This is an optimization exercise on Yosys and OpenROAD, whose aim is small area and a short achievable clock period, not a production implementation.
RTL that was checked went through simulation tests only; none was proved equivalent to the original.
For run 1, only the layout was checked, not whether the RTL still works.

--- flow/design.v ---
module DSP(
input clk,
input rst,
input [15:0] dout,
output G2,
output [15:0] o
    );
reg [15:0] d0, d1, d2, d3, d4, d5, d6, d7;  
reg [18:0] sb;                              
reg [2:0]  co;                               
reg [3:0]  c;                               
reg [9:0]  q;                               
wire        old_ok = c[3];                  
wire [15:0] nd7    = ~(d7 & {16{old_ok}});    
wire [15:0] y;
wire rc1;
wire [5:0] ri1;
wire rc2;
wire [3:0] ri2;
wire rc3;
wire [2:0] rit;
wire [18:0] r;
wire ap_g0;
wire ap_p0;
wire ap_g1;
wire ap_p1;
wire ap_g2;
wire ap_p2;
wire ap_g3;
wire ap_p3;
wire ap_g4;
wire ap_p4;
wire ap_g5;
wire ap_p5;
wire ap_g6;
wire ap_p6;
wire ap_g7;
wire ap_p7;
wire ap_g8;
wire ap_p8;
wire ap_g9;
wire ap_p9;
wire ap_g10;
wire ap_p10;
wire ap_g11;
wire ap_p11;
wire ap_g12;
wire ap_p12;
wire ap_g13;
wire ap_p13;
wire ap_g14;
wire ap_p14;
wire ap_g15;
wire ap_p15;
wire ap_g16;
wire ap_p16;
wire ap_g17;
wire ap_p17;
wire ap_g18;
wire ap_p18;
wire ap_g0c;
wire ap_G1;
wire ap_G2;
wire ap_P2;
wire ap_G3;
wire ap_P3;
wire ap_G4;
wire ap_P4;
wire ap_G5;
wire ap_P5;
wire ap_G6;
wire ap_P6;
wire ap_G7;
wire ap_P7;
wire ap_G8;
wire ap_P8;
wire ap_G9;
wire ap_P9;
wire ap_G10;
wire ap_G11;
wire ap_P11;
wire ap_G12;
wire ap_P12;
wire ap_G13;
wire ap_P13;
wire ap_G14;
wire ap_G15;
wire ap_P15;
wire ap_G16;
wire ap_G17;
wire ap_G18;
wire ap_G19;
wire ap_G20;
wire ap_G21;
wire ap_G22;
wire ap_G23;
wire ap_G24;
wire ap_G25;
wire ap_G26;
wire ap_G27;
wire ap_G28;
wire ap_G29;
wire ap_G30;
wire ap_s0;
wire ap_s1;
wire ap_s2;
wire ap_s3;
wire ap_s4;
wire ap_s5;
wire ap_s6;
wire ap_s7;
wire ap_s8;
wire ap_s9;
wire ap_s10;
wire ap_s11;
wire ap_s12;
wire ap_s13;
wire ap_s14;
wire ap_s15;
wire ap_s16;
wire ap_s17;
wire ap_s18;
wire [18:0] p;
wire ab0__g0;
wire ab0__p0;
wire ab0__g1;
wire ab0__p1;
wire ab0__g2;
wire ab0__p2;
wire ab0__g3;
wire ab0__p3;
wire ab0__g4;
wire ab0__p4;
wire ab0__g5;
wire ab0__p5;
wire ab0__G1;
wire ab0__P1;
wire ab0__G2;
wire ab0__P2;
wire ab0__G3;
wire ab0__P3;
wire ab0__G4;
wire ab0__P4;
wire ab0__G5;
wire ab0__G6;
wire ab0__P6;
wire ab0__G7;
wire ab0__P7;
wire ab0__G8;
wire ab0__G9;
wire ab0__G10;
wire ab0__G11;
wire ab0__s0;
wire ab0__s1;
wire ab0__s2;
wire ab0__s3;
wire ab0__s4;
wire ab0__s5;
wire ab1__g0;
wire ab1__p0;
wire ab1__g1;
wire ab1__p1;
wire ab1__g2;
wire ab1__p2;
wire ab1__g3;
wire ab1__p3;
wire ab1__g4;
wire ab1__p4;
wire ab1__g5;
wire ab1__p5;
wire ab1__G1;
wire ab1__P1;
wire ab1__G2;
wire ab1__P2;
wire ab1__G3;
wire ab1__P3;
wire ab1__G4;
wire ab1__P4;
wire ab1__G5;
wire ab1__G6;
wire ab1__P6;
wire ab1__G7;
wire ab1__P7;
wire ab1__G8;
wire ab1__G9;
wire ab1__G10;
wire ab1__G11;
wire ab1__s0;
wire ab1__s1;
wire ab1__s2;
wire ab1__s3;
wire ab1__s4;
wire ab1__s5;
wire ab2__g0;
wire ab2__p0;
wire ab2__g1;
wire ab2__p1;
wire ab2__g2;
wire ab2__p2;
wire ab2__g3;
wire ab2__p3;
wire ab2__G1;
wire ab2__P1;
wire ab2__G2;
wire ab2__P2;
wire ab2__G3;
wire ab2__G4;
wire ab2__G5;
wire ab2__s0;
wire ab2__s1;
wire ab2__s2;
wire ab2__s3;
wire [18:0] sb_next;
wire [2:0] co_next;
wire tx0;
wire tk1;
wire tx1;
wire tk2;
wire tx2;
wire tk3;
wire tx3;
wire tk4;
wire tx4;
wire tk5;
wire tx5;
wire tk6;
wire tx6;
wire tk7;
wire tx7;
wire tk8;
wire tx8;
wire tk9;
wire tx9;
wire tk10;
wire tx10;
wire tk11;
wire tx11;
wire tk12;
wire tx12;
wire tk13;
wire tx13;
wire tk14;
wire tx14;
wire tk15;
wire tx15;
wire tk16;
wire tx16;
wire tk17;
wire tx17;
wire tk18;
wire tx18;
wire tk19;
wire tx19;
wire tk20;
wire tx20;
wire tk21;
wire tx21;
wire tk22;
wire aq_g0;
wire aq_p0;
wire aq_g1;
wire aq_p1;
wire aq_g2;
wire aq_p2;
wire aq_g3;
wire aq_p3;
wire aq_g4;
wire aq_p4;
wire aq_g5;
wire aq_p5;
wire aq_g6;
wire aq_p6;
wire aq_g7;
wire aq_p7;
wire aq_g8;
wire aq_p8;
wire aq_g9;
wire aq_p9;
wire aq_g10;
wire aq_p10;
wire aq_g11;
wire aq_p11;
wire aq_g12;
wire aq_p12;
wire aq_g13;
wire aq_p13;
wire aq_g14;
wire aq_p14;
wire aq_g15;
wire aq_p15;
wire aq_g16;
wire aq_p16;
wire aq_g17;
wire aq_p17;
wire aq_g18;
wire aq_p18;
wire aq_g19;
wire aq_p19;
wire aq_g20;
wire aq_p20;
wire aq_g21;
wire aq_p21;
wire aq_g0c;
wire aq_G1;
wire aq_G2;
wire aq_P2;
wire aq_G3;
wire aq_P3;
wire aq_G4;
wire aq_P4;
wire aq_G5;
wire aq_P5;
wire aq_G6;
wire aq_P6;
wire aq_G7;
wire aq_P7;
wire aq_G8;
wire aq_P8;
wire aq_G9;
wire aq_P9;
wire aq_G10;
wire aq_P10;
wire aq_G11;
wire aq_P11;
wire aq_G12;
wire aq_G13;
wire aq_G14;
wire aq_P14;
wire aq_G15;
wire aq_P15;
wire aq_G16;
wire aq_P16;
wire aq_G17;
wire aq_P17;
wire aq_G18;
wire aq_P18;
wire aq_G19;
wire aq_P19;
wire aq_G20;
wire aq_P20;
wire aq_G21;
wire aq_P21;
wire aq_G22;
wire aq_G23;
wire aq_G24;
wire aq_G25;
wire aq_G26;
wire aq_P26;
wire aq_G27;
wire aq_P27;
wire aq_G28;
wire aq_P28;
wire aq_G29;
wire aq_P29;
wire aq_G30;
wire aq_P30;
wire aq_G31;
wire aq_P31;
wire aq_G32;
wire aq_G33;
wire aq_G34;
wire aq_G35;
wire aq_G36;
wire aq_G37;
wire aq_G38;
wire aq_G39;
wire aq_G40;
wire aq_G41;
wire aq_G42;
wire aq_G43;
wire aq_G44;
wire aq_G45;
wire aq_s0;
wire aq_s1;
wire aq_s2;
wire aq_s3;
wire aq_s4;
wire aq_s5;
wire aq_s6;
wire aq_s7;
wire aq_s8;
wire aq_s9;
wire aq_s10;
wire aq_s11;
wire aq_s12;
wire aq_s13;
wire aq_s14;
wire aq_s15;
wire aq_s16;
wire aq_s17;
wire aq_s18;
wire aq_s19;
wire aq_s20;
wire aq_s21;
wire [9:0] qn;
assign rc1 = co[0];
assign ri1 = sb[11:6] + 6'd1;
assign rc2 = co[1] | (sb[6] & sb[7] & sb[8] & sb[9] & sb[10] & sb[11] & rc1);
assign ri2 = sb[15:12] + 4'd1;
assign rc3 = co[2] | (sb[12] & sb[13] & sb[14] & sb[15] & rc2);
assign rit = sb[18:16] + 3'd1;
assign r = {(rc3 ? rit[2] : sb[18]), (rc3 ? rit[1] : sb[17]), (rc3 ? rit[0] : sb[16]), (rc2 ? ri2[3] : sb[15]), (rc2 ? ri2[2] : sb[14]), (rc2 ? ri2[1] : sb[13]), (rc2 ? ri2[0] : sb[12]), (rc1 ? ri1[5] : sb[11]), (rc1 ? ri1[4] : sb[10]), (rc1 ? ri1[3] : sb[9]), (rc1 ? ri1[2] : sb[8]), (rc1 ? ri1[1] : sb[7]), (rc1 ? ri1[0] : sb[6]), sb[5], sb[4], sb[3], sb[2], sb[1], sb[0]};
assign ap_g0 = r[0] & nd7[0];
assign ap_p0 = r[0] ^ nd7[0];
assign ap_g1 = r[1] & nd7[1];
assign ap_p1 = r[1] ^ nd7[1];
assign ap_g2 = r[2] & nd7[2];
assign ap_p2 = r[2] ^ nd7[2];
assign ap_g3 = r[3] & nd7[3];
assign ap_p3 = r[3] ^ nd7[3];
assign ap_g4 = r[4] & nd7[4];
assign ap_p4 = r[4] ^ nd7[4];
assign ap_g5 = r[5] & nd7[5];
assign ap_p5 = r[5] ^ nd7[5];
assign ap_g6 = r[6] & nd7[6];
assign ap_p6 = r[6] ^ nd7[6];
assign ap_g7 = r[7] & nd7[7];
assign ap_p7 = r[7] ^ nd7[7];
assign ap_g8 = r[8] & nd7[8];
assign ap_p8 = r[8] ^ nd7[8];
assign ap_g9 = r[9] & nd7[9];
assign ap_p9 = r[9] ^ nd7[9];
assign ap_g10 = r[10] & nd7[10];
assign ap_p10 = r[10] ^ nd7[10];
assign ap_g11 = r[11] & nd7[11];
assign ap_p11 = r[11] ^ nd7[11];
assign ap_g12 = r[12] & nd7[12];
assign ap_p12 = r[12] ^ nd7[12];
assign ap_g13 = r[13] & nd7[13];
assign ap_p13 = r[13] ^ nd7[13];
assign ap_g14 = r[14] & nd7[14];
assign ap_p14 = r[14] ^ nd7[14];
assign ap_g15 = r[15] & nd7[15];
assign ap_p15 = r[15] ^ nd7[15];
assign ap_g16 = r[16] & 1'b1;
assign ap_p16 = r[16] ^ 1'b1;
assign ap_g17 = r[17] & 1'b1;
assign ap_p17 = r[17] ^ 1'b1;
assign ap_g18 = r[18] & 1'b1;
assign ap_p18 = r[18] ^ 1'b1;
assign ap_g0c = ap_g0 | (ap_p0 & 1'b1);
assign ap_G1 = ap_g1 | (ap_p1 & ap_g0c);
assign ap_G2 = ap_g3 | (ap_p3 & ap_g2);
assign ap_P2 = ap_p3 & ap_p2;
assign ap_G3 = ap_g5 | (ap_p5 & ap_g4);
assign ap_P3 = ap_p5 & ap_p4;
assign ap_G4 = ap_g7 | (ap_p7 & ap_g6);
assign ap_P4 = ap_p7 & ap_p6;
assign ap_G5 = ap_g9 | (ap_p9 & ap_g8);
assign ap_P5 = ap_p9 & ap_p8;
assign ap_G6 = ap_g11 | (ap_p11 & ap_g10);
assign ap_P6 = ap_p11 & ap_p10;
assign ap_G7 = ap_g13 | (ap_p13 & ap_g12);
assign ap_P7 = ap_p13 & ap_p12;
assign ap_G8 = ap_g15 | (ap_p15 & ap_g14);
assign ap_P8 = ap_p15 & ap_p14;
assign ap_G9 = ap_g17 | (ap_p17 & ap_g16);
assign ap_P9 = ap_p17 & ap_p16;
assign ap_G10 = ap_G2 | (ap_P2 & ap_G1);
assign ap_G11 = ap_G4 | (ap_P4 & ap_G3);
assign ap_P11 = ap_P4 & ap_P3;
assign ap_G12 = ap_G6 | (ap_P6 & ap_G5);
assign ap_P12 = ap_P6 & ap_P5;
assign ap_G13 = ap_G8 | (ap_P8 & ap_G7);
assign ap_P13 = ap_P8 & ap_P7;
assign ap_G14 = ap_G11 | (ap_P11 & ap_G10);
assign ap_G15 = ap_G13 | (ap_P13 & ap_G12);
assign ap_P15 = ap_P13 & ap_P12;
assign ap_G16 = ap_G15 | (ap_P15 & ap_G14);
assign ap_G17 = ap_G12 | (ap_P12 & ap_G14);
assign ap_G18 = ap_G3 | (ap_P3 & ap_G10);
assign ap_G19 = ap_G5 | (ap_P5 & ap_G14);
assign ap_G20 = ap_G7 | (ap_P7 & ap_G17);
assign ap_G21 = ap_G9 | (ap_P9 & ap_G16);
assign ap_G22 = ap_g2 | (ap_p2 & ap_G1);
assign ap_G23 = ap_g4 | (ap_p4 & ap_G10);
assign ap_G24 = ap_g6 | (ap_p6 & ap_G18);
assign ap_G25 = ap_g8 | (ap_p8 & ap_G14);
assign ap_G26 = ap_g10 | (ap_p10 & ap_G19);
assign ap_G27 = ap_g12 | (ap_p12 & ap_G17);
assign ap_G28 = ap_g14 | (ap_p14 & ap_G20);
assign ap_G29 = ap_g16 | (ap_p16 & ap_G16);
assign ap_G30 = ap_g18 | (ap_p18 & ap_G21);
assign ap_s0 = ap_p0 ^ 1'b1;
assign ap_s1 = ap_p1 ^ ap_g0c;
assign ap_s2 = ap_p2 ^ ap_G1;
assign ap_s3 = ap_p3 ^ ap_G22;
assign ap_s4 = ap_p4 ^ ap_G10;
assign ap_s5 = ap_p5 ^ ap_G23;
assign ap_s6 = ap_p6 ^ ap_G18;
assign ap_s7 = ap_p7 ^ ap_G24;
assign ap_s8 = ap_p8 ^ ap_G14;
assign ap_s9 = ap_p9 ^ ap_G25;
assign ap_s10 = ap_p10 ^ ap_G19;
assign ap_s11 = ap_p11 ^ ap_G26;
assign ap_s12 = ap_p12 ^ ap_G17;
assign ap_s13 = ap_p13 ^ ap_G27;
assign ap_s14 = ap_p14 ^ ap_G20;
assign ap_s15 = ap_p15 ^ ap_G28;
assign ap_s16 = ap_p16 ^ ap_G16;
assign ap_s17 = ap_p17 ^ ap_G29;
assign ap_s18 = ap_p18 ^ ap_G21;
assign p = {ap_s18, ap_s17, ap_s16, ap_s15, ap_s14, ap_s13, ap_s12, ap_s11, ap_s10, ap_s9, ap_s8, ap_s7, ap_s6, ap_s5, ap_s4, ap_s3, ap_s2, ap_s1, ap_s0};
assign ab0__g0 = p[0] & dout[0];
assign ab0__p0 = p[0] ^ dout[0];
assign ab0__g1 = p[1] & dout[1];
assign ab0__p1 = p[1] ^ dout[1];
assign ab0__g2 = p[2] & dout[2];
assign ab0__p2 = p[2] ^ dout[2];
assign ab0__g3 = p[3] & dout[3];
assign ab0__p3 = p[3] ^ dout[3];
assign ab0__g4 = p[4] & dout[4];
assign ab0__p4 = p[4] ^ dout[4];
assign ab0__g5 = p[5] & dout[5];
assign ab0__p5 = p[5] ^ dout[5];
assign ab0__G1 = ab0__g5 | (ab0__p5 & ab0__g4);
assign ab0__P1 = ab0__p5 & ab0__p4;
assign ab0__G2 = ab0__g4 | (ab0__p4 & ab0__g3);
assign ab0__P2 = ab0__p4 & ab0__p3;
assign ab0__G3 = ab0__g3 | (ab0__p3 & ab0__g2);
assign ab0__P3 = ab0__p3 & ab0__p2;
assign ab0__G4 = ab0__g2 | (ab0__p2 & ab0__g1);
assign ab0__P4 = ab0__p2 & ab0__p1;
assign ab0__G5 = ab0__g1 | (ab0__p1 & ab0__g0);
assign ab0__G6 = ab0__G1 | (ab0__P1 & ab0__G3);
assign ab0__P6 = ab0__P1 & ab0__P3;
assign ab0__G7 = ab0__G2 | (ab0__P2 & ab0__G4);
assign ab0__P7 = ab0__P2 & ab0__P4;
assign ab0__G8 = ab0__G3 | (ab0__P3 & ab0__G5);
assign ab0__G9 = ab0__G4 | (ab0__P4 & ab0__g0);
assign ab0__G10 = ab0__G6 | (ab0__P6 & ab0__G5);
assign ab0__G11 = ab0__G7 | (ab0__P7 & ab0__g0);
assign ab0__s0 = ab0__p0 ^ 1'b0;
assign ab0__s1 = ab0__p1 ^ ab0__g0;
assign ab0__s2 = ab0__p2 ^ ab0__G5;
assign ab0__s3 = ab0__p3 ^ ab0__G9;
assign ab0__s4 = ab0__p4 ^ ab0__G8;
assign ab0__s5 = ab0__p5 ^ ab0__G11;
assign ab1__g0 = p[6] & dout[6];
assign ab1__p0 = p[6] ^ dout[6];
assign ab1__g1 = p[7] & dout[7];
assign ab1__p1 = p[7] ^ dout[7];
assign ab1__g2 = p[8] & dout[8];
assign ab1__p2 = p[8] ^ dout[8];
assign ab1__g3 = p[9] & dout[9];
assign ab1__p3 = p[9] ^ dout[9];
assign ab1__g4 = p[10] & dout[10];
assign ab1__p4 = p[10] ^ dout[10];
assign ab1__g5 = p[11] & dout[11];
assign ab1__p5 = p[11] ^ dout[11];
assign ab1__G1 = ab1__g5 | (ab1__p5 & ab1__g4);
assign ab1__P1 = ab1__p5 & ab1__p4;
assign ab1__G2 = ab1__g4 | (ab1__p4 & ab1__g3);
assign ab1__P2 = ab1__p4 & ab1__p3;
assign ab1__G3 = ab1__g3 | (ab1__p3 & ab1__g2);
assign ab1__P3 = ab1__p3 & ab1__p2;
assign ab1__G4 = ab1__g2 | (ab1__p2 & ab1__g1);
assign ab1__P4 = ab1__p2 & ab1__p1;
assign ab1__G5 = ab1__g1 | (ab1__p1 & ab1__g0);
assign ab1__G6 = ab1__G1 | (ab1__P1 & ab1__G3);
assign ab1__P6 = ab1__P1 & ab1__P3;
assign ab1__G7 = ab1__G2 | (ab1__P2 & ab1__G4);
assign ab1__P7 = ab1__P2 & ab1__P4;
assign ab1__G8 = ab1__G3 | (ab1__P3 & ab1__G5);
assign ab1__G9 = ab1__G4 | (ab1__P4 & ab1__g0);
assign ab1__G10 = ab1__G6 | (ab1__P6 & ab1__G5);
assign ab1__G11 = ab1__G7 | (ab1__P7 & ab1__g0);
assign ab1__s0 = ab1__p0 ^ 1'b0;
assign ab1__s1 = ab1__p1 ^ ab1__g0;
assign ab1__s2 = ab1__p2 ^ ab1__G5;
assign ab1__s3 = ab1__p3 ^ ab1__G9;
assign ab1__s4 = ab1__p4 ^ ab1__G8;
assign ab1__s5 = ab1__p5 ^ ab1__G11;
assign ab2__g0 = p[12] & dout[12];
assign ab2__p0 = p[12] ^ dout[12];
assign ab2__g1 = p[13] & dout[13];
assign ab2__p1 = p[13] ^ dout[13];
assign ab2__g2 = p[14] & dout[14];
assign ab2__p2 = p[14] ^ dout[14];
assign ab2__g3 = p[15] & dout[15];
assign ab2__p3 = p[15] ^ dout[15];
assign ab2__G1 = ab2__g3 | (ab2__p3 & ab2__g2);
assign ab2__P1 = ab2__p3 & ab2__p2;
assign ab2__G2 = ab2__g2 | (ab2__p2 & ab2__g1);
assign ab2__P2 = ab2__p2 & ab2__p1;
assign ab2__G3 = ab2__g1 | (ab2__p1 & ab2__g0);
assign ab2__G4 = ab2__G1 | (ab2__P1 & ab2__G3);
assign ab2__G5 = ab2__G2 | (ab2__P2 & ab2__g0);
assign ab2__s0 = ab2__p0 ^ 1'b0;
assign ab2__s1 = ab2__p1 ^ ab2__g0;
assign ab2__s2 = ab2__p2 ^ ab2__G3;
assign ab2__s3 = ab2__p3 ^ ab2__G5;
assign sb_next = {p[18:16], ab2__s3, ab2__s2, ab2__s1, ab2__s0, ab1__s5, ab1__s4, ab1__s3, ab1__s2, ab1__s1, ab1__s0, ab0__s5, ab0__s4, ab0__s3, ab0__s2, ab0__s1, ab0__s0};
assign co_next = {ab2__G4, ab1__G10, ab0__G10};
assign tx0 = ~y[0] ^ y[6];
assign tk1 = ~y[0] & y[6];
assign tx1 = ~y[1] ^ y[7];
assign tk2 = ~y[1] & y[7];
assign tx2 = ~y[2] ^ y[8];
assign tk3 = ~y[2] & y[8];
assign tx3 = ~y[3] ^ y[9];
assign tk4 = ~y[3] & y[9];
assign tx4 = ~y[4] ^ y[10];
assign tk5 = ~y[4] & y[10];
assign tx5 = ~y[5] ^ y[11];
assign tk6 = ~y[5] & y[11];
assign tx6 = y[0] ^ ~y[6] ^ y[12];
assign tk7 = (y[0] & ~y[6]) | (y[0] & y[12]) | (~y[6] & y[12]);
assign tx7 = y[1] ^ ~y[7] ^ y[13];
assign tk8 = (y[1] & ~y[7]) | (y[1] & y[13]) | (~y[7] & y[13]);
assign tx8 = y[2] ^ ~y[8] ^ y[14];
assign tk9 = (y[2] & ~y[8]) | (y[2] & y[14]) | (~y[8] & y[14]);
assign tx9 = y[3] ^ ~y[9] ^ y[15];
assign tk10 = (y[3] & ~y[9]) | (y[3] & y[15]) | (~y[9] & y[15]);
assign tx10 = y[4] ^ ~y[10];
assign tk11 = y[4] & ~y[10];
assign tx11 = y[5] ^ ~y[11];
assign tk12 = y[5] & ~y[11];
assign tx12 = y[6] ^ ~y[12];
assign tk13 = y[6] & ~y[12];
assign tx13 = y[7] ^ ~y[13];
assign tk14 = y[7] & ~y[13];
assign tx14 = y[8] ^ ~y[14];
assign tk15 = y[8] & ~y[14];
assign tx15 = y[9] ^ ~y[15];
assign tk16 = y[9] & ~y[15];
assign tx16 = y[10] ^ 1'b1;
assign tk17 = y[10] & 1'b1;
assign tx17 = y[11] ^ 1'b1;
assign tk18 = y[11] & 1'b1;
assign tx18 = y[12] ^ 1'b1;
assign tk19 = y[12] & 1'b1;
assign tx19 = y[13] ^ 1'b1;
assign tk20 = y[13] & 1'b1;
assign tx20 = y[14] ^ 1'b1;
assign tk21 = y[14] & 1'b1;
assign tx21 = y[15] ^ 1'b1;
assign tk22 = y[15] & 1'b1;
assign aq_g0 = tx0 & 1'b0;
assign aq_p0 = tx0 ^ 1'b0;
assign aq_g1 = tx1 & tk1;
assign aq_p1 = tx1 ^ tk1;
assign aq_g2 = tx2 & tk2;
assign aq_p2 = tx2 ^ tk2;
assign aq_g3 = tx3 & tk3;
assign aq_p3 = tx3 ^ tk3;
assign aq_g4 = tx4 & tk4;
assign aq_p4 = tx4 ^ tk4;
assign aq_g5 = tx5 & tk5;
assign aq_p5 = tx5 ^ tk5;
assign aq_g6 = tx6 & tk6;
assign aq_p6 = tx6 ^ tk6;
assign aq_g7 = tx7 & tk7;
assign aq_p7 = tx7 ^ tk7;
assign aq_g8 = tx8 & tk8;
assign aq_p8 = tx8 ^ tk8;
assign aq_g9 = tx9 & tk9;
assign aq_p9 = tx9 ^ tk9;
assign aq_g10 = tx10 & tk10;
assign aq_p10 = tx10 ^ tk10;
assign aq_g11 = tx11 & tk11;
assign aq_p11 = tx11 ^ tk11;
assign aq_g12 = tx12 & tk12;
assign aq_p12 = tx12 ^ tk12;
assign aq_g13 = tx13 & tk13;
assign aq_p13 = tx13 ^ tk13;
assign aq_g14 = tx14 & tk14;
assign aq_p14 = tx14 ^ tk14;
assign aq_g15 = tx15 & tk15;
assign aq_p15 = tx15 ^ tk15;
assign aq_g16 = tx16 & tk16;
assign aq_p16 = tx16 ^ tk16;
assign aq_g17 = tx17 & tk17;
assign aq_p17 = tx17 ^ tk17;
assign aq_g18 = tx18 & tk18;
assign aq_p18 = tx18 ^ tk18;
assign aq_g19 = tx19 & tk19;
assign aq_p19 = tx19 ^ tk19;
assign aq_g20 = tx20 & tk20;
assign aq_p20 = tx20 ^ tk20;
assign aq_g21 = tx21 & tk21;
assign aq_p21 = tx21 ^ tk21;
assign aq_g0c = aq_g0 | (aq_p0 & 1'b1);
assign aq_G1 = aq_g1 | (aq_p1 & aq_g0c);
assign aq_G2 = aq_g3 | (aq_p3 & aq_g2);
assign aq_P2 = aq_p3 & aq_p2;
assign aq_G3 = aq_g5 | (aq_p5 & aq_g4);
assign aq_P3 = aq_p5 & aq_p4;
assign aq_G4 = aq_g7 | (aq_p7 & aq_g6);
assign aq_P4 = aq_p7 & aq_p6;
assign aq_G5 = aq_g9 | (aq_p9 & aq_g8);
assign aq_P5 = aq_p9 & aq_p8;
assign aq_G6 = aq_g11 | (aq_p11 & aq_g10);
assign aq_P6 = aq_p11 & aq_p10;
assign aq_G7 = aq_g13 | (aq_p13 & aq_g12);
assign aq_P7 = aq_p13 & aq_p12;
assign aq_G8 = aq_g15 | (aq_p15 & aq_g14);
assign aq_P8 = aq_p15 & aq_p14;
assign aq_G9 = aq_g17 | (aq_p17 & aq_g16);
assign aq_P9 = aq_p17 & aq_p16;
assign aq_G10 = aq_g19 | (aq_p19 & aq_g18);
assign aq_P10 = aq_p19 & aq_p18;
assign aq_G11 = aq_g21 | (aq_p21 & aq_g20);
assign aq_P11 = aq_p21 & aq_p20;
assign aq_G12 = aq_g2 | (aq_p2 & aq_G1);
assign aq_G13 = aq_G2 | (aq_P2 & aq_G1);
assign aq_G14 = aq_g6 | (aq_p6 & aq_G3);
assign aq_P14 = aq_p6 & aq_P3;
assign aq_G15 = aq_G4 | (aq_P4 & aq_G3);
assign aq_P15 = aq_P4 & aq_P3;
assign aq_G16 = aq_g10 | (aq_p10 & aq_G5);
assign aq_P16 = aq_p10 & aq_P5;
assign aq_G17 = aq_G6 | (aq_P6 & aq_G5);
assign aq_P17 = aq_P6 & aq_P5;
assign aq_G18 = aq_g14 | (aq_p14 & aq_G7);
assign aq_P18 = aq_p14 & aq_P7;
assign aq_G19 = aq_G8 | (aq_P8 & aq_G7);
assign aq_P19 = aq_P8 & aq_P7;
assign aq_G20 = aq_g18 | (aq_p18 & aq_G9);
assign aq_P20 = aq_p18 & aq_P9;
assign aq_G21 = aq_G10 | (aq_P10 & aq_G9);
assign aq_P21 = aq_P10 & aq_P9;
assign aq_G22 = aq_g4 | (aq_p4 & aq_G13);
assign aq_G23 = aq_G3 | (aq_P3 & aq_G13);
assign aq_G24 = aq_G14 | (aq_P14 & aq_G13);
assign aq_G25 = aq_G15 | (aq_P15 & aq_G13);
assign aq_G26 = aq_g12 | (aq_p12 & aq_G17);
assign aq_P26 = aq_p12 & aq_P17;
assign aq_G27 = aq_G7 | (aq_P7 & aq_G17);
assign aq_P27 = aq_P7 & aq_P17;
assign aq_G28 = aq_G18 | (aq_P18 & aq_G17);
assign aq_P28 = aq_P18 & aq_P17;
assign aq_G29 = aq_G19 | (aq_P19 & aq_G17);
assign aq_P29 = aq_P19 & aq_P17;
assign aq_G30 = aq_g20 | (aq_p20 & aq_G21);
assign aq_P30 = aq_p20 & aq_P21;
assign aq_G31 = aq_G11 | (aq_P11 & aq_G21);
assign aq_P31 = aq_P11 & aq_P21;
assign aq_G32 = aq_g8 | (aq_p8 & aq_G25);
assign aq_G33 = aq_G5 | (aq_P5 & aq_G25);
assign aq_G34 = aq_G16 | (aq_P16 & aq_G25);
assign aq_G35 = aq_G17 | (aq_P17 & aq_G25);
assign aq_G36 = aq_G26 | (aq_P26 & aq_G25);
assign aq_G37 = aq_G27 | (aq_P27 & aq_G25);
assign aq_G38 = aq_G28 | (aq_P28 & aq_G25);
assign aq_G39 = aq_G29 | (aq_P29 & aq_G25);
assign aq_G40 = aq_g16 | (aq_p16 & aq_G39);
assign aq_G41 = aq_G9 | (aq_P9 & aq_G39);
assign aq_G42 = aq_G20 | (aq_P20 & aq_G39);
assign aq_G43 = aq_G21 | (aq_P21 & aq_G39);
assign aq_G44 = aq_G30 | (aq_P30 & aq_G39);
assign aq_G45 = aq_G31 | (aq_P31 & aq_G39);
assign aq_s0 = aq_p0 ^ 1'b1;
assign aq_s1 = aq_p1 ^ aq_g0c;
assign aq_s2 = aq_p2 ^ aq_G1;
assign aq_s3 = aq_p3 ^ aq_G12;
assign aq_s4 = aq_p4 ^ aq_G13;
assign aq_s5 = aq_p5 ^ aq_G22;
assign aq_s6 = aq_p6 ^ aq_G23;
assign aq_s7 = aq_p7 ^ aq_G24;
assign aq_s8 = aq_p8 ^ aq_G25;
assign aq_s9 = aq_p9 ^ aq_G32;
assign aq_s10 = aq_p10 ^ aq_G33;
assign aq_s11 = aq_p11 ^ aq_G34;
assign aq_s12 = aq_p12 ^ aq_G35;
assign aq_s13 = aq_p13 ^ aq_G36;
assign aq_s14 = aq_p14 ^ aq_G37;
assign aq_s15 = aq_p15 ^ aq_G38;
assign aq_s16 = aq_p16 ^ aq_G39;
assign aq_s17 = aq_p17 ^ aq_G40;
assign aq_s18 = aq_p18 ^ aq_G41;
assign aq_s19 = aq_p19 ^ aq_G42;
assign aq_s20 = aq_p20 ^ aq_G43;
assign aq_s21 = aq_p21 ^ aq_G44;
assign qn = {aq_s21, aq_s20, aq_s19, aq_s18, aq_s17, aq_s16, aq_s15, aq_s14, aq_s13, aq_s12};
assign y = r[18:3];
always @(posedge clk) begin
  d0 <= dout;
  d1 <= d0;
  d2 <= d1;
  d3 <= d2;
  d4 <= d3;
  d5 <= d4;
  d6 <= d5;
  d7 <= d6;
  if (rst) begin
    sb <= 19'd0;
    co <= 3'd0;
    c  <= 4'd0;
    q  <= 10'd0;
  end else begin
    sb <= sb_next;
    co <= co_next;
    c  <= c + {3'd0, ~old_ok};
    q  <= qn;
  end
end
assign o  = {6'd0, q};
assign G2 = 1'b0;
endmodule
--- flow/flow/run.sh ---
#!/bin/bash
# Standard layout (bash standard.sh: the standard flow's own synthesis and ORFS steps), with
# two changes:
# - the port buffers are buf_2 cells instead of the default choice
#   (clkdlybuf4s50_1, a delay cell); every port is still buffered;
# - timing repair aims for 11.7 ns of setup slack at the design's clock period,
#   so the resizer speeds up the critical paths instead of stopping once the
#   16 ns period is met.
# The full output of the layout goes to standard.log.
set -euo pipefail
export BUFFER_PORTS_ARGS="-buffer_cell sky130_fd_sc_hd__buf_2"
export SETUP_SLACK_MARGIN=11.7
bash standard.sh > standard.log 2>&1
--- flow/standard.sh ---
#!/bin/bash
# synth_recipe.tcl (not shown) runs the flow's synth.tcl, then flattens the netlist and writes it again
# the make line also repeats each setting of config.mk as NAME=value (left out here)
make -C /OpenROAD-flow-scripts/flow DESIGN_CONFIG=/design/flow/config.mk WORK_HOME=/design/flow/orfs CLKGATE_MAP_FILE= SYNTH_SCRIPT=/design/flow/synth_recipe.tcl "${@:-finish}"
--- flow/config.mk ---
export PLATFORM = sky130hd
export DESIGN_NAME = DSP
export DESIGN_NICKNAME = DSP
export VERILOG_FILES = /design/flow/design.v
export SDC_FILE = /design/flow/constraint.sdc
export NUM_CORES = 4
export LEC_CHECK = 0
export CAP_MARGIN = 20
export CORE_MARGIN = 2
export CORE_UTILIZATION = 40
export CTS_BUF_LIST = sky130_fd_sc_hd__clkbuf_4 sky130_fd_sc_hd__clkbuf_8
export SLEW_MARGIN = 20
--- flow/constraint.sdc ---
create_clock -name core_clock -period 16.0 [get_ports {clk}]
set_input_delay 3.2000 -clock core_clock [delete_from_list [all_inputs] [get_ports {clk}]]
set_output_delay 3.2000 -clock core_clock [all_outputs]
set_load 0.01 [all_outputs]
==> results.cfg, run 1 <==
[synthesis]
ys.flop_type = dfxtp_1
syn_area_mm2 = 0.00605
ys_seq_area_share_pct = 54.2
synth_cells = 514
ys_ff_latch = 164
postSynthAreaPerCell_um2 = 11.8
synth_cell_type_count = 45
yosysWarnings = 1
synth_edf_count = 0
async_flop_share_pct = 0

[critical_path]
reg2reg_to = q[5]
worstPathArrival_ns = 4.49
worstSetupPathType = in2reg
cp_max_fo = 2
r2r_setup_slack_ns = 11.88
ff2ff_path_depth = 18
critPathCaptureType = flop
critPathLaunchType = primary input
r2r-start = sb[12]
cp.required_ns = 16.30

[clocking]
clock_sinks = 164
tritoncts = yes
clockBufferDepth = 2
clockRootBuffer = clkbuf_8
cts.htree.levels = 4
clk_pin_slew_worst_paths_ns = 0.08
clk_latency_ns = 0.45
cts_buffers = 17

[grt]
antenna_found_initial = 0
overflow = 0
grt_pass1_wl_mm = 16.0
grt.total_usage_pct = 12.8
grt_pass1_vias = 3521
grt_max_degree = 40

[min_path]
hp-start = d5[9]
min_path_cells = 0
hold_end = d6[9]
hp-class = reg2reg

[routing]
antenna_left = 0
wl_mm = 9.25
vias_per_cell = 4.64
dr_total_vias = 3512
drt_pass1_iterations = 4
wire_per_inst_um = 12.2
drtIter0Drc = 71
drc_errors = 0

[sta]
finalClockSkew_ns = 0.00886
finalHoldViolations = 0
setup_tns_ns = 0
finalWorstSetupSlack_ns = 11.80
worst_pin_slew_ns = 0.778
fmax_mhz = 238
rsz0062_at_grt = true
drv_slew = 0
setup_viol = 0
slew_headroom_pct = 47.8
post-route-min-period_ns = 4.20
fin_crit_sh_pct = 26.2

[die]
die_w_um = 127
dieArea_mm2 = 0.0161
start_util_pct = 41.3
core_area_mm2 = 0.0146
io_pins = 35
die_y_um = 127
rows = 44

[final_layout]
nNetsFinal = 669
diodes = 0
area_growth_pct = 14.9
drive_above_1_share_pct = 18.2

[run_status]
status = finished clean

[place]
place.detailed.hpwl_mm = 6.80
pre_cts_ws_ns = 11.35
io_buffers = 27
place.gp.congestion = 0.801

[flow_run]
maxCapViolCount = 0
stage by stage:
| step | hold slack [ns] | instance area, um^2 | util (%) | std cells |
|---|---|---|---|---|
| 3_5_place_dp | 0.312 | 6380 | 43.6 | 717 |
| 2_1_floorplan | 0.310 | 6100 | - | 520 |
| 4_1_cts | 0.323 | 6870 | 46.9 | 753 |
| 6_report | 0.324 | 6950 | 47.5 | 757 |
| 5_1_grt | 0.329 | 6950 | 47.5 | 757 |
| 3_3_place_gp | 0.310 | 6380 | 43.6 | 717 |
per-layer routing:
layer | track usage (%) | share of wire (%)
met5 | 0 | 0
met4 | 6.85 | 2.2
met3 | 3.48 | 3.5
met2 | 21.0 | 46
met1 | 15.5 | 49
flip-flops by register name, indices dropped and copies added, names as in the netlist, 10 cells and up:
register	cells
sb	19
d0	16
d1	16
d2	16
d3	16
d4	16
d5	16
d6	16
d7	16
q	10
cell type report:
cell class,instances,area [um^2]
fillers,1357,7690
clock buffers,22,297
clock inverters,9,93.8
well taps,184,230
multi-input cells,310,2710
flip-flops and latches,164,3290
repair buffers,36,206
inverters,32,120
layout by cell type (no fill, tap or decap), types with 2 or more instances in the layout:
master,Yosys,layout
and2_1,2,2
buf_2,1,27
xor2_2,0,3
dfxtp_2,0,2
buf_4,7,8
nor2_1,28,25
dfxtp_4,0,2
dfxtp_1,164,160
conb_1,1,7
o21ai_0,6,4
mux2_1,2,2
a21oi_1,28,24
clkbuf_8,0,21
a21oi_2,0,4
ha_2,0,4
a21o_1,13,13
inv_1,32,30
xnor2_1,14,13
o21bai_1,2,2
nor2b_1,11,11
inv_2,0,2
nand2_1,31,31
nor2_4,0,2
xor2_1,16,13
mux2i_1,3,2
o21a_1,5,5
fa_2,0,2
inv_6,0,3
nor3_1,12,12
clkinvlp_4,0,2
clkinv_4,0,2
ha_1,74,70
nand3_1,6,5
nand4_1,4,4
o21ai_1,5,7
mux2_2,4,4
a221o_1,2,2
fa_1,16,14
a31oi_1,3,2
synthesized netlist by cell type (6+ instances only):
cell / n / area (um^2)
o21ai_0: 6 / 30.0
inv_1: 32 / 120
buf_4: 7 / 52.6
fa_1: 16 / 320
nand3_1: 6 / 30.0
nor2_1: 28 / 105
nor2b_1: 11 / 68.8
ha_1: 74 / 926
a21oi_1: 28 / 140
xor2_1: 16 / 140
xnor2_1: 14 / 123
nand2_1: 31 / 116
dfxtp_1: 164 / 3280
a21o_1: 13 / 97.6
nor3_1: 12 / 60.1
cell families (layout without fill, tap and decap cells):
| kind of cell | after synthesis | after routing | share of synthesized area (%) |
|---|---|---|---|
| DFF | 164 | 164 | 54.2 |
| muxes | 9 | 9 | 1.61 |
| buffers and inverters | 46 | 99 | 3.31 |
| and+or+nand+nor | 100 | 100 | 7.65 |
| adders and majority gates | 90 | 90 | 20.6 |
| other | 1 | 7 | 0.0620 |
| AOI/OAI and AO/OA | 74 | 74 | 8.19 |
| xor gates and xnor gates | 30 | 30 | 4.34 |
what timing repair did:
action / CTS / global route
setup endpoints to repair: 3 / 3
gates resized for setup: 9 / 17
hold buffers: 0 / 0
setup buffers: 5 / 4
pin swaps: 4 / 6
how the worst max path moves through the flow:
stage             from  slack [ns]  cells past startpoint  endpoint
3_3_place_gp   dout[0]       11.39                      8     co[0]
6_report       dout[6]       11.80                      8     co[1]
3_5_place_dp   dout[6]       11.35                      8     co[1]
5_1_grt         sb[12]       11.63                     18      q[5]
2_1_floorplan  dout[0]       11.59                      7     co[0]
4_1_cts          sb[6]       11.72                     19      q[5]
critical path, cell delays in order:
cell	delay [ns]
buf_2	0.11
ha_2	0.20
fa_2	0.41
a21oi_2	0.12
nor2_1	0.05
o21a_1	0.18
o21ai_1	0.13
a21oi_1	0.08
==> run 2, diff against run 1 <==
--- a/flow/design.v
+++ b/flow/design.v
@@ -80,3 +80,2 @@
 wire ap_G11;
-wire ap_P11;
 wire ap_G12;
@@ -86,2 +85,3 @@
 wire ap_G14;
+wire ap_P14;
 wire ap_G15;
@@ -89,4 +89,7 @@
 wire ap_G16;
+wire ap_P16;
 wire ap_G17;
+wire ap_P17;
 wire ap_G18;
+wire ap_P18;
 wire ap_G19;
@@ -96,5 +99,9 @@
 wire ap_G23;
+wire ap_P23;
 wire ap_G24;
+wire ap_P24;
 wire ap_G25;
+wire ap_P25;
 wire ap_G26;
+wire ap_P26;
 wire ap_G27;
@@ -103,2 +110,9 @@
 wire ap_G30;
+wire ap_G31;
+wire ap_G32;
+wire ap_G33;
+wire ap_G34;
+wire ap_G35;
+wire ap_G36;
+wire ap_G37;
 wire ap_s0;
@@ -458,27 +472,41 @@
 assign ap_P9 = ap_p17 & ap_p16;
-assign ap_G10 = ap_G2 | (ap_P2 & ap_G1);
-assign ap_G11 = ap_G4 | (ap_P4 & ap_G3);
-assign ap_P11 = ap_P4 & ap_P3;
-assign ap_G12 = ap_G6 | (ap_P6 & ap_G5);
-assign ap_P12 = ap_P6 & ap_P5;
-assign ap_G13 = ap_G8 | (ap_P8 & ap_G7);
-assign ap_P13 = ap_P8 & ap_P7;
-assign ap_G14 = ap_G11 | (ap_P11 & ap_G10);
-assign ap_G15 = ap_G13 | (ap_P13 & ap_G12);
-assign ap_P15 = ap_P13 & ap_P12;
-assign ap_G16 = ap_G15 | (ap_P15 & ap_G14);
-assign ap_G17 = ap_G12 | (ap_P12 & ap_G14);
-assign ap_G18 = ap_G3 | (ap_P3 & ap_G10);
-assign ap_G19 = ap_G5 | (ap_P5 & ap_G14);
-assign ap_G20 = ap_G7 | (ap_P7 & ap_G17);
-assign ap_G21 = ap_G9 | (ap_P9 & ap_G16);
-assign ap_G22 = ap_g2 | (ap_p2 & ap_G1);
-assign ap_G23 = ap_g4 | (ap_p4 & ap_G10);
-assign ap_G24 = ap_g6 | (ap_p6 & ap_G18);
-assign ap_G25 = ap_g8 | (ap_p8 & ap_G14);
-assign ap_G26 = ap_g10 | (ap_p10 & ap_G19);
-assign ap_G27 = ap_g12 | (ap_p12 & ap_G17);
-assign ap_G28 = ap_g14 | (ap_p14 & ap_G20);
-assign ap_G29 = ap_g16 | (ap_p16 & ap_G16);
-assign ap_G30 = ap_g18 | (ap_p18 & ap_G21);
+assign ap_G10 = ap_g2 | (ap_p2 & ap_G1);
+assign ap_G11 = ap_G2 | (ap_P2 & ap_G1);
+assign ap_G12 = ap_g6 | (ap_p6 & ap_G3);
+assign ap_P12 = ap_p6 & ap_P3;
+assign ap_G13 = ap_G4 | (ap_P4 & ap_G3);
+assign ap_P13 = ap_P4 & ap_P3;
+assign ap_G14 = ap_g10 | (ap_p10 & ap_G5);
+assign ap_P14 = ap_p10 & ap_P5;
+assign ap_G15 = ap_G6 | (ap_P6 & ap_G5);
+assign ap_P15 = ap_P6 & ap_P5;
+assign ap_G16 = ap_g14 | (ap_p14 & ap_G7);
+assign ap_P16 = ap_p14 & ap_P7;
+assign ap_G17 = ap_G8 | (ap_P8 & ap_G7);
+assign ap_P17 = ap_P8 & ap_P7;
+assign ap_G18 = ap_g18 | (ap_p18 & ap_G9);
+assign ap_P18 = ap_p18 & ap_P9;
+assign ap_G19 = ap_g4 | (ap_p4 & ap_G11);
+assign ap_G20 = ap_G3 | (ap_P3 & ap_G11);
+assign ap_G21 = ap_G12 | (ap_P12 & ap_G11);
+assign ap_G22 = ap_G13 | (ap_P13 & ap_G11);
+assign ap_G23 = ap_g12 | (ap_p12 & ap_G15);
+assign ap_P23 = ap_p12 & ap_P15;
+assign ap_G24 = ap_G7 | (ap_P7 & ap_G15);
+assign ap_P24 = ap_P7 & ap_P15;
+assign ap_G25 = ap_G16 | (ap_P16 & ap_G15);
+assign ap_P25 = ap_P16 & ap_P15;
+assign ap_G26 = ap_G17 | (ap_P17 & ap_G15);
+assign ap_P26 = ap_P17 & ap_P15;
+assign ap_G27 = ap_g8 | (ap_p8 & ap_G22);
+assign ap_G28 = ap_G5 | (ap_P5 & ap_G22);
+assign ap_G29 = ap_G14 | (ap_P14 & ap_G22);
+assign ap_G30 = ap_G15 | (ap_P15 & ap_G22);
+assign ap_G31 = ap_G23 | (ap_P23 & ap_G22);
+assign ap_G32 = ap_G24 | (ap_P24 & ap_G22);
+assign ap_G33 = ap_G25 | (ap_P25 & ap_G22);
+assign ap_G34 = ap_G26 | (ap_P26 & ap_G22);
+assign ap_G35 = ap_g16 | (ap_p16 & ap_G34);
+assign ap_G36 = ap_G9 | (ap_P9 & ap_G34);
+assign ap_G37 = ap_G18 | (ap_P18 & ap_G34);
 assign ap_s0 = ap_p0 ^ 1'b1;
@@ -486,18 +514,18 @@
 assign ap_s2 = ap_p2 ^ ap_G1;
-assign ap_s3 = ap_p3 ^ ap_G22;
-assign ap_s4 = ap_p4 ^ ap_G10;
-assign ap_s5 = ap_p5 ^ ap_G23;
-assign ap_s6 = ap_p6 ^ ap_G18;
-assign ap_s7 = ap_p7 ^ ap_G24;
-assign ap_s8 = ap_p8 ^ ap_G14;
-assign ap_s9 = ap_p9 ^ ap_G25;
-assign ap_s10 = ap_p10 ^ ap_G19;
-assign ap_s11 = ap_p11 ^ ap_G26;
-assign ap_s12 = ap_p12 ^ ap_G17;
-assign ap_s13 = ap_p13 ^ ap_G27;
-assign ap_s14 = ap_p14 ^ ap_G20;
-assign ap_s15 = ap_p15 ^ ap_G28;
-assign ap_s16 = ap_p16 ^ ap_G16;
-assign ap_s17 = ap_p17 ^ ap_G29;
-assign ap_s18 = ap_p18 ^ ap_G21;
+assign ap_s3 = ap_p3 ^ ap_G10;
+assign ap_s4 = ap_p4 ^ ap_G11;
+assign ap_s5 = ap_p5 ^ ap_G19;
+assign ap_s6 = ap_p6 ^ ap_G20;
+assign ap_s7 = ap_p7 ^ ap_G21;
+assign ap_s8 = ap_p8 ^ ap_G22;
+assign ap_s9 = ap_p9 ^ ap_G27;
+assign ap_s10 = ap_p10 ^ ap_G28;
+assign ap_s11 = ap_p11 ^ ap_G29;
+assign ap_s12 = ap_p12 ^ ap_G30;
+assign ap_s13 = ap_p13 ^ ap_G31;
+assign ap_s14 = ap_p14 ^ ap_G32;
+assign ap_s15 = ap_p15 ^ ap_G33;
+assign ap_s16 = ap_p16 ^ ap_G34;
+assign ap_s17 = ap_p17 ^ ap_G35;
+assign ap_s18 = ap_p18 ^ ap_G36;
 assign p = {ap_s18, ap_s17, ap_s16, ap_s15, ap_s14, ap_s13, ap_s12, ap_s11, ap_s10, ap_s9, ap_s8, ap_s7, ap_s6, ap_s5, ap_s4, ap_s3, ap_s2, ap_s1, ap_s0};
--- a/flow/config.mk
+++ b/flow/config.mk
@@ -11,2 +11,3 @@
 export CTS_BUF_LIST = sky130_fd_sc_hd__clkbuf_4 sky130_fd_sc_hd__clkbuf_8
+export CTS_CLUSTER_SIZE = 30
 export SLEW_MARGIN = 20
==> results.cfg, run 2 <==
[sta]
finalClockSkew_ns = 0.0116
fin_crit_sh_pct = 26.2
post-route-min-period_ns = 4.19
rsz0062_at_grt = true
setup_viol = 0
setup_tns_ns = 0
holdWs_ns = 0.325
finalHoldViolations = 0
fmax_mhz = 239
worst_pin_slew_ns = 0.712
drv_slew = 0
slew_headroom_pct = 52.5

[place]
place.gp.congestion = 0.837
io_buffers = 27
place.detailed.hpwl_mm = 6.89

[die]
die_y_um = 127
io_pins = 35
core_area_mm2 = 0.0146
start_util_pct = 41.2
die_w_um = 127
dieArea_mm2 = 0.0161
rows = 44

[critical_path]
critPathTopFamily = adder cells
cp_max_fo = 2
critPathLaunchType = primary input
crit_chain = buf_2 > ha_4 > fa_2 > a21oi_2 > nor2_1 > o21a_1 > o21ai_1 > a21oi_1
slowest_delay_ns = 0.41
reg2reg_to = q[5]
ff2ff_path_depth = 18
worstPathArrival_ns = 4.48
cp.required_ns = 16.30
worstSetupPathType = in2reg
r2r_setup_slack_ns = 11.96
slowest_stage = fa_2
critPathBufInv = 1
r2r-start = sb[13]
critPathCaptureType = flop

[synthesis]
syn_area_mm2 = 0.00604
postSynthAreaPerCell_um2 = 11.6
ys.flop_type = dfxtp_1
synth_edf_count = 0
synth_cells = 519
synth_cell_type_count = 44
synth.largest_area_cell = dfxtp_1
synth.top_cell.area_share_pct = 54.4
async_flop_share_pct = 0
synth_common_cells = dfxtp_1 (164), ha_1 (74), inv_1 (32)
ys_seq_area_share_pct = 54.4
ys_ff_latch = 164
synth.area.top_cells = dfxtp_1 (54%), ha_1 (15%), fa_1 (4.0%)
yosysMostFrequentCell = dfxtp_1
yosysWarnings = 1

[final_layout]
largest_reg_flops = 19
num-fill-cells = 1353
drive_above_1_share_pct = 17.2
diodes = 0
layout_commonest_cell = dfxtp_1
nNetsFinal = 667
top_register = sb
area_growth_pct = 14.2
final_cell_mix = dfxtp_1 (163), ha_1 (72), inv_1 (31)

[clocking]
clk_latency_ns = 0.45
cts_buffers = 17
clockBufferDepth = 2
cts.htree.levels = 4
hold_buffers = 0
clk_pin_slew_worst_paths_ns = 0.08
tritoncts = yes
clockRootBuffer = clkbuf_8
clock_sinks = 164

[routing]
vias_per_cell = 4.65
drc_errors = 0
wire_per_inst_um = 12.3
drtIter0Drc = 135
drt_pass1_iterations = 4
wl_mm = 9.36
dr_total_vias = 3531
antenna_left = 0

[run_status]
status = finished clean

[min_path]
hp-start = d0[2]
hp-class = reg2reg
min_path_cells = 0
hold_end = d1[2]

[grt]
overflow = 0
grt_pass1_wl_mm = 15.5
grt_max_degree = 41
antenna_found_initial = 0
grt.total_usage_pct = 12.6
grt_pass1_vias = 3344

[flow_run]
maxCapViolCount = 0
## run 2: through the flow
stage               worst slack (ns)  instances  area [um^2]  utilization (%)
floorplan                      11.59        525         6100                -
global placement               11.39        722         6390             43.6
detailed placement             11.36        722         6390             43.6
CTS                            11.76        753         6780             46.3
global route                   11.66        759         6900             47.1
finish                         11.81        759         6900             47.1
## run 2: final cells by class
| class | count | area [um^2] | area share, % |
|---|---|---|---|
| clock buffers | 22 | 284 | 4.12 |
| clock inverters | 9 | 81.3 | 1.18 |
| inverters | 32 | 120 | 1.74 |
| multi-input cells | 315 | 2720 | 39.4 |
| flip-flops and latches | 164 | 3280 | 47.6 |
| well taps | 184 | 230 | 3.34 |
| repair buffers | 33 | 180 | 2.61 |
## run 2: what timing repair did
action / in CTS / in global routing
buffers inserted: 0 / 6
setup endpoints to repair: 4 / 2
gates resized for setup: 5 / 13
pin swaps: 0 / 3
gates cloned: 0 / 0
## run 2: worst max path at each step
stage	startpoint	to	slack [ns]	cells past startpoint
2_1_floorplan	dout[0]	co[0]	11.59	7
3_3_place_gp	dout[0]	co[0]	11.39	8
3_5_place_dp	dout[0]	co[0]	11.36	8
4_1_cts	sb[13]	q[5]	11.76	18
5_1_grt	sb[13]	q[5]	11.66	18
6_report	dout[0]	co[0]	11.81	8
## run 2: cells by family after synthesis
family,share of synthesized area [%]
buf+inv,3.32
xor+xnor,4.79
compound gates,8.48
mux,1.82
fa+ha+maj,19.3
flops,54.4
simple gates,7.82
other cells,0.0621
## run 2: worst register-to-register path, cell delays in order (launching register included)
cell and delay, ns:
dfxtp_1 0.37, ha_1 0.18, ha_1 0.18, nand4_1 0.15, o21ai_4 0.32, xor2_2 0.22
inv_2 0.12, fa_1 0.50, inv_1 0.05, ha_1 0.30, a21oi_1 0.16, o21a_1 0.15
o2bb2ai_2 0.11, o2111ai_2 0.25, nand2_1 0.08, a21o_1 0.19, fa_1 0.37, xnor2_1 0.18
nor2_1 0.05
## run 2: layer usage
layer	vias up	track usage (%)	part of all wire, %
met5	-	0	0
met4	0	5.82	1.9
met3	18	5.02	4.4
met2	53	19.3	45
met1	1640	15.5	48
li1	1820	-	-
==> run 3, diff against run 2 <==
--- a/flow/flow/run.sh
+++ b/flow/flow/run.sh
@@ -12,2 +12,3 @@
 export SETUP_SLACK_MARGIN=11.7
+export CTS_ARGS="-sink_clustering_enable -repair_clock_nets -buf_list {sky130_fd_sc_hd__clkbuf_4 sky130_fd_sc_hd__clkbuf_8} -dont_use_dummy_load"
 bash standard.sh > standard.log 2>&1
--- a/flow/config.mk
+++ b/flow/config.mk
@@ -11,3 +11,2 @@
 export CTS_BUF_LIST = sky130_fd_sc_hd__clkbuf_4 sky130_fd_sc_hd__clkbuf_8
-export CTS_CLUSTER_SIZE = 30
 export SLEW_MARGIN = 20
==> results.cfg, run 3 <==
[run_status]
status = finished clean

[final_layout]
fin_util_pct = 46.3
area_growth_pct = 12.3
nNetsFinal = 669
drive_above_1_share_pct = 15.5
num-fill-cells = 1359
top_register = sb
largest_reg_flops = 19
final_cell_mix = dfxtp_1 (163), ha_1 (72), inv_1 (31)
layout_commonest_cell = dfxtp_1
diodes = 0

[critical_path]
critPathLaunchType = primary input
cp.required_ns = 16.28
crit_chain = buf_2 > ha_4 > fa_2 > a21oi_2 > nor2_1 > o21a_1 > o21ai_1 > a21oi_1
worstPathArrival_ns = 4.48
cp_max_fo = 2
slowest_stage = fa_2
r2r-start = sb[13]
critPathBufInv = 1
critPathTopFamily = adder cells
worstSetupPathType = in2reg
slowest_delay_ns = 0.41
r2r_setup_slack_ns = 11.98
ff2ff_path_depth = 16
critPathCaptureType = flop
reg2reg_to = q[5]

[synthesis]
synth.top_cell.area_share_pct = 54.4
synth_edf_count = 0
synth.largest_area_cell = dfxtp_1
async_flop_share_pct = 0
ys_seq_area_share_pct = 54.4
syn_area_mm2 = 0.00604
synth_common_cells = dfxtp_1 (164), ha_1 (74), inv_1 (32)
synth_cell_type_count = 44
synth_cells = 519
ys_ff_latch = 164
yosysWarnings = 1
synth.area.top_cells = dfxtp_1 (54%), ha_1 (15%), fa_1 (4.0%)
postSynthAreaPerCell_um2 = 11.6
ys.flop_type = dfxtp_1
yosysMostFrequentCell = dfxtp_1

[clocking]
cts_buffers = 17
cts.htree.levels = 4
clockBufferDepth = 2
tritoncts = yes
clockRootBuffer = clkbuf_8
clk_latency_ns = 0.44
clk_pin_slew_worst_paths_ns = 0.07
clock_sinks = 164
hold_buffers = 0

[grt]
grt_pass1_wl_mm = 15.4
grt_pass1_vias = 3323
grt_max_degree = 41
grt.total_usage_pct = 12.4
overflow = 0
antenna_found_initial = 0

[die]
rows = 44
io_pins = 35
die_w_um = 127
die_y_um = 127
core_area_mm2 = 0.0146
dieArea_mm2 = 0.0161
start_util_pct = 41.2

[routing]
wire_per_inst_um = 12.5
dr_total_vias = 3511
antenna_left = 0
drc_errors = 0
drt_pass1_iterations = 4
vias_per_cell = 4.70
drtIter0Drc = 140
wl_mm = 9.34

[sta]
post-route-min-period_ns = 4.20
holdWs_ns = 0.312
worst_pin_slew_ns = 0.707
fin_crit_sh_pct = 26.2
slew_headroom_pct = 52.8
setup_viol = 0
finalHoldViolations = 0
finalClockSkew_ns = 0.0187
fmax_mhz = 238
finalWorstSetupSlack_ns = 11.80
drv_slew = 0
setup_tns_ns = 0
rsz0062_at_grt = false

[place]
place.gp.congestion = 0.837
io_buffers = 27
place.detailed.hpwl_mm = 6.89
pre_cts_ws_ns = 11.36

[min_path]
hp-class = reg2reg
hold_end = d1[4]
hp-start = d0[4]
min_path_cells = 0

[flow_run]
maxCapViolCount = 0
-- run 3: timing repair --
item                       CTS  global route
gates resized for setup      4            14
pin swaps                    0             6
setup endpoints to repair    3             5
buffers inserted             0             8
-- run 3: cell type report --
class                      instances  area (um^2)  area share (%)
tap                              184          230            3.40
timing repair buffer              35          195            2.88
sequential                       164         3280            48.4
inverter                          32          120            1.77
multi-input combinational        315         2720            40.1
clock buffer                      17          234            3.45
-- run 3: worst max-delay path by stage --
| stage | endpoint | cells after the start | startpoint |
|---|---|---|---|
| final | co[0] | 8 | dout[0] |
| after global routing | q[5] | 18 | sb[13] |
| after CTS | q[4] | 16 | sb[13] |
| after detailed placement | co[0] | 8 | dout[0] |
| after global placement | co[0] | 8 | dout[0] |
| after floorplan | co[0] | 7 | dout[0] |
-- run 3: metal layers --
metal | routed length, um | vias to the layer above | global-route usage [%]
met4 | 199 | 0 | 6.40
li1 | - | 1811 | -
met5 | 0 | - | 0
met1 | 4510 | 1617 | 15.4
met3 | 383 | 23 | 4.39
met2 | 4250 | 60 | 19.2
-- run 3: logic make-up (layout without fill, tap and decap cells) --
kind of cell / Yosys count / in the layout / synth area share [%]
flops: 164 / 164 / 54.4
simple gates: 100 / 100 / 7.82
fa+ha+maj: 86 / 86 / 19.3
compound gates: 79 / 79 / 8.48
buf+inv: 46 / 84 / 3.32
xor+xnor: 33 / 33 / 4.79
mux: 10 / 10 / 1.82
other cells: 1 / 7 / 0.0621
-- run 3: metrics by stage --
step,cell area [um^2],cells
final,6780,747
after global routing,6780,747
after CTS,6650,739
after detailed placement,6390,722
after global placement,6390,722
after floorplan,6100,525
==> run 4, diff against run 3 <==
--- a/flow/flow/run.sh
+++ b/flow/flow/run.sh
@@ -7,3 +7,4 @@
 #   so the resizer speeds up the critical paths instead of stopping once the
-#   16 ns period is met.
+#   16 ns period is met;
+# - clock tree synthesis inserts no dummy loads.
 # The full output of the layout goes to standard.log.
--- a/flow/config.mk
+++ b/flow/config.mk
@@ -9,3 +9,3 @@
 export CORE_MARGIN = 2
-export CORE_UTILIZATION = 40
+export CORE_UTILIZATION = 60
 export CTS_BUF_LIST = sky130_fd_sc_hd__clkbuf_4 sky130_fd_sc_hd__clkbuf_8
==> results.cfg, run 4 <==
[run_status]
status = finished clean

[die]
die_y_um = 104
rows = 36
start_util_pct = 61.8
die_w_um = 104
dieArea_mm2 = 0.0109
core_area_mm2 = 0.00977
io_pins = 35

[critical_path]
critPathCaptureType = flop
crit_chain = buf_2 > ha_4 > fa_2 > a21oi_2 > nor2_1 > o21a_1 > o21ai_1 > a21oi_1
worstPathArrival_ns = 4.51
worstSetupPathType = in2reg
cp.required_ns = 16.29
slowest_delay_ns = 0.41
critPathLaunchType = primary input
slowest_stage = fa_2
cp_max_fo = 2

[routing]
drt_pass1_iterations = 4
vias_per_cell = 5.03
drc_errors = 0
dr_total_vias = 3503
wire_per_inst_um = 13.3
antenna_left = 0
wl_mm = 9.29
drtIter0Drc = 120

[synthesis]
synth.largest_area_cell = dfxtp_1
synthSimpleGateAreaFrac_pct = 7.82
yosysMostFrequentCell = dfxtp_1
synth-compound-area-share_pct = 8.48
synthMuxAreaShare_pct = 1.82
synth_edf_count = 0
ys_ff_latch = 164
synth-xor-area-share_pct = 4.79
postSynthAreaPerCell_um2 = 11.6
yosysWarnings = 1
synth_cells = 519
synth_adder_area_share_pct = 19.3
syn_area_mm2 = 0.00604
ys.flop_type = dfxtp_1
synth.area.top_cells = dfxtp_1 (54%), ha_1 (15%), fa_1 (4.0%)
synth_common_cells = dfxtp_1 (164), ha_1 (74), inv_1 (32)
async_flop_share_pct = 0
synth.top_cell.area_share_pct = 54.4
ys_seq_area_share_pct = 54.4
synth_top_family_by_area = adder cells
synth_cell_type_count = 44

[sta]
setup_viol = 0
post-route-min-period_ns = 4.22
fin_crit_sh_pct = 26.4
finalHoldViolations = 0
drv_slew = 0
slew_headroom_pct = 49.6
fmax_mhz = 237
worst_pin_slew_ns = 0.756
finalClockSkew_ns = 0.0325
setup_tns_ns = 0
rsz0062_at_grt = true

[clocking]
tritoncts = yes
cts_buffers = 17
clk_latency_ns = 0.45
hold_buffers = 0
clk_pin_slew_worst_paths_ns = 0.08
cts.htree.levels = 4
clockRootBuffer = clkbuf_8
clockBufferDepth = 2
clock_sinks = 164

[flow_run]
maxCapViolCount = 0

[final_layout]
final_cell_mix = dfxtp_1 (162), ha_1 (72), inv_1 (30)
layout_commonest_cell = dfxtp_1
fin_util_pct = 68.8
nNetsFinal = 670
top_register = sb
area_growth_pct = 11.4
largest_reg_flops = 19
drive_above_1_share_pct = 16.3
diodes = 0

[grt]
grt_pass1_vias = 3493
overflow = 0
grt_pass1_wl_mm = 15.8
grt.total_usage_pct = 19.0
antenna_found_initial = 0
grt_max_degree = 41

[place]
place.detailed.hpwl_mm = 6.80
io_buffers = 27
place.gp.congestion = 0.834

[min_path]
hp-class = reg2reg
## run 4: cell types whose count changed in the layout (fill, tap and decap cells not counted), sizes merged
cell / delta
buf: +1
## run 4: routing by layer
metal	track usage, %	vias to the layer above	share of wire (%)
met5	0	-	0
met4	8.40	0	1.9
met3	5.64	11	3.6
met2	31.0	50	46
met1	23.2	1627	48
li1	-	1815	-
## run 4: worst max-delay path, delay by kind of cell
kind	cells	cell delay (ns)
compound gates	4	0.54
fa+ha+maj	2	0.58
buf+inv	1	0.12
simple gates	1	0.07
## run 4: final timing paths
check                           depth (start not counted)     to  startpoint  slack [ns]
worst max-delay path                                    8  co[1]     dout[6]       11.78
worst min-delay path                                    0  d2[9]       d1[9]        0.31
worst max register to register                         16   q[4]      sb[12]       11.95
worst min register to register                          0  d2[9]       d1[9]        0.31
## run 4: cell type report
| cell class | count | area [um^2] |
|---|---|---|
| Clock buffer | 17 | 234 |
| Sequential cell | 164 | 3290 |
| Fill cell | 766 | 3050 |
| Inverter | 32 | 120 |
| Multi-Input combinational cell | 315 | 2720 |
| Tap cell | 133 | 166 |
| Timing Repair Buffer | 36 | 203 |
## run 4: per-stage QoR
| stage | worst slack [ns] | cells | hold WS [ns] | instance area (um^2) |
|---|---|---|---|---|
| final | 11.78 | 697 | 0.306 | 6720 |
| after global routing | 11.67 | 697 | 0.311 | 6720 |
| after CTS | 11.70 | 688 | 0.313 | 6590 |
| after detailed placement | 11.35 | 671 | 0.312 | 6320 |
| after global placement | 11.39 | 671 | 0.309 | 6320 |
| after floorplan | 11.59 | 525 | 0.310 | 6100 |
## run 4: cell families (layout without fill, tap and decap cells)
group | Yosys count | count (layout)
flip-flops | 164 | 164
AND/OR/NAND/NOR | 100 | 100
adder cells (fa/ha/maj) | 86 | 86
AO/OA/AOI/OAI | 79 | 79
buffers and inverters | 46 | 85
XOR/XNOR | 33 | 33
multiplexers | 10 | 10
other | 1 | 7
## run 4: timing repair
item / in CTS / in global routing
setup buffers: 0 / 9
pin swaps: 0 / 7
gates resized for setup: 5 / 17
setup endpoints to repair: 3 / 3

[separate check: timing with driven ports]
In the flow no input, the clock included, has a driving cell. The finished layouts below were timed again as built, in two steps.
Step 1, drivers: a clkbuf_16 drives clk and a buf_2 each remaining input, both assumed.
Step 2, shift: input delay + t, output delay - t, t = (earliest + latest rising clock arrival at the registers) / 2. This alone moves slack from input paths to output paths.
Slacks: ideal ports / drivers / drivers and shift; pairs: ideal ports / drivers.
run | t, ns | slack for setup (ns) | worst setup path after step 2 | cell pins on the clock port's net
run 1 | 0.478 | 11.803 / 11.818 / 11.340 | input to register | 1
run 2 | 0.477 | 11.815 / 11.831 / 11.354 | input to register | 1
run 3 | 0.471 | 11.802 / 11.819 / 11.349 | input to register | 1
run 4 | 0.465 | 11.781 / 11.792 / 11.328 | input to register | 1
After both steps every run listed still meets setup and hold. For run 1, which loses most, drivers alone change the setup slack by +0.015 ns; drivers and shift together by -0.463 ns.
